This design comes from an exercise in tuning for small area and a short achievable clock period on the open sky130 flow, not from production work. In this exercise RTL edits were held to simulation tests only and were not proved equivalent to the original. Power is estimated from default activity; no workload was simulated.

==> flow/design.v (excerpt) <==
module armCPU_Pipelined (clk, rst, imem_addr, imem_rdata, dmem_addr, dmem_wdata, dmem_we, dmem_re, dmem_rdata);
For scale: roughly 8900 cells after synthesis, about 2600 flip-flops, about 110000 um^2 of cells after synthesis.
export LEC_CHECK = 0
export CAP_MARGIN = 30
export CORE_MARGIN = 2
export CORE_UTILIZATION = 40
export SETUP_SLACK_MARGIN = 0.5
export SLEW_MARGIN = 40
create_clock -name core_clock -period 30.0 [get_ports {clk}]
standard.sh (not shown) runs the stock make flow with config.mk's settings and CLKGATE_MAP_FILE= SYNTH_SCRIPT=/design/flow/synth_recipe.tcl, a recipe that flattens the netlist after the stock synthesis.
==> flow/flow/run.sh <==
#!/bin/bash
# Layout flow: the standard ORFS flow (standard.sh, synthesis unchanged) with
#  - input/output port buffers of sky130_fd_sc_hd__buf_4,
#  - timing repair aiming at a setup slack of 22.7 ns instead of 0.5 ns (the clock
#    period and the constraints are unchanged),
#  - clock-tree sink clusters of up to 25 sinks within 80 um,
#  - one site of padding around cells in placement, for easier detailed routing.
# make's output goes to flow.log; ORFS keeps each step's log under orfs/logs/.
set -uo pipefail
bash standard.sh \
  SETUP_SLACK_MARGIN=22.7 \
  "BUFFER_PORTS_ARGS=-buffer_cell sky130_fd_sc_hd__buf_4" \
  CTS_CLUSTER_SIZE=25 CTS_CLUSTER_DIAMETER=80 \
  CELL_PAD_IN_SITES_GLOBAL_PLACEMENT=1 CELL_PAD_IN_SITES_DETAIL_PLACEMENT=1 \
  finish > flow.log 2>&1
The starting point finished with timing, DRC and antenna clean.
Next try:
--- a/flow/flow/run.sh
+++ b/flow/flow/run.sh
@@ -4 +4 @@
-#  - timing repair aiming at a setup slack of 22.7 ns instead of 0.5 ns (the clock
+#  - timing repair aiming at a setup slack of 23.0 ns instead of 0.5 ns (the clock
@@ -7 +7,3 @@
-#  - one site of padding around cells in placement, for easier detailed routing.
+#  - one site of padding around cells in placement, for easier detailed routing,
+#  - synthesis buffers removed before placement, and 15% slew and capacitance
+#    margins for repair.
@@ -11 +13 @@
-  SETUP_SLACK_MARGIN=22.7 \
+  SETUP_SLACK_MARGIN=23.0 \
@@ -14,0 +17 @@
+  REMOVE_ABC_BUFFERS=1 SLEW_MARGIN=15 CAP_MARGIN=15 \
Final cell count hardly moves; routed wire length stays flat; non-clock buffer count climbs by 24; total power drops by 1.3%; worst setup slack improved by 0.058 ns; cell area climbs by 0.60%; via count climbs by 0.34%; clock-buffer cell count climbs by 9; sequential share of layout area drops by 0.34 points.
Next try:
--- a/flow/flow/run.sh
+++ b/flow/flow/run.sh
@@ -4 +4 @@
-#  - timing repair aiming at a setup slack of 23.0 ns instead of 0.5 ns (the clock
+#  - timing repair aiming at a setup slack of 22.7 ns instead of 0.5 ns (the clock
@@ -8,2 +8,2 @@
-#  - synthesis buffers removed before placement, and 15% slew and capacitance
-#    margins for repair.
+#  - 55% core utilization, synthesis buffers removed before placement, and
+#    15% slew and capacitance margins for repair.
@@ -13 +13 @@
-  SETUP_SLACK_MARGIN=23.0 \
+  SETUP_SLACK_MARGIN=22.7 \
@@ -17 +17 @@
-  REMOVE_ABC_BUFFERS=1 SLEW_MARGIN=15 CAP_MARGIN=15 \
+  CORE_UTILIZATION=55 REMOVE_ABC_BUFFERS=1 SLEW_MARGIN=15 CAP_MARGIN=15 \
The changed run produced a clean layout; synthesized area is unchanged; first-iteration DRC count rose by 20%; final cell count fell by 7.3%.
Next try:
--- a/flow/flow/run.sh
+++ b/flow/flow/run.sh
@@ -4 +4 @@
-#  - timing repair aiming at a setup slack of 22.7 ns instead of 0.5 ns (the clock
+#  - timing repair aiming at a setup slack of 22.8 ns instead of 0.5 ns (the clock
@@ -8,2 +8,2 @@
-#  - 55% core utilization, synthesis buffers removed before placement, and
-#    15% slew and capacitance margins for repair.
+#  - synthesis buffers removed before placement, and 15% slew and capacitance
+#    margins for repair.
@@ -13 +13 @@
-  SETUP_SLACK_MARGIN=22.7 \
+  SETUP_SLACK_MARGIN=22.8 \
@@ -17 +17 @@
-  CORE_UTILIZATION=55 REMOVE_ABC_BUFFERS=1 SLEW_MARGIN=15 CAP_MARGIN=15 \
+  REMOVE_ABC_BUFFERS=1 SLEW_MARGIN=15 CAP_MARGIN=15 \
Outcome: The new run finished clean; final area is higher by 1.3%; non-clock buffer count is higher by 7; clock-buffer cell count is higher by 11; first-iteration DRC count is lower by 16%.

[re-timing with driven ports]
No port has a modelled driver above. Below, the same layouts with a new extraction and two added sets of constraints.
Step 1, drivers: a clkbuf_16 drives clk and a buf_2 each remaining input, both assumed.
Step 2 moves the port delays by t, midway between the first and last clock arrival at a register: inputs arrive t later, outputs are due t later. That takes back most of the time a late clock gives input paths.
Three values: no drivers, after step 1, after step 2; two values: the first two.
run | shift t [ns] | setup WS [ns] | worst register clock-pin slew, ns | cell pins on the clock port's net
the first run | 0.985 | 22.513 / 22.412 / 21.605 | 0.11 / 0.11 | 1
the second run | 1.009 | 22.571 / 22.458 / 21.657 | 0.11 / 0.11 | 1
the third run | 0.974 | 22.461 / 22.461 / 21.589 | 0.11 / 0.11 | 1
the fourth run | 1.020 | 22.539 / 22.440 / 21.658 | 0.11 / 0.11 | 1
After both steps setup and hold are still met in every run listed. The setup slack of the second run, which loses most, moves by -0.113 ns with the drivers and by -0.914 ns with both steps.
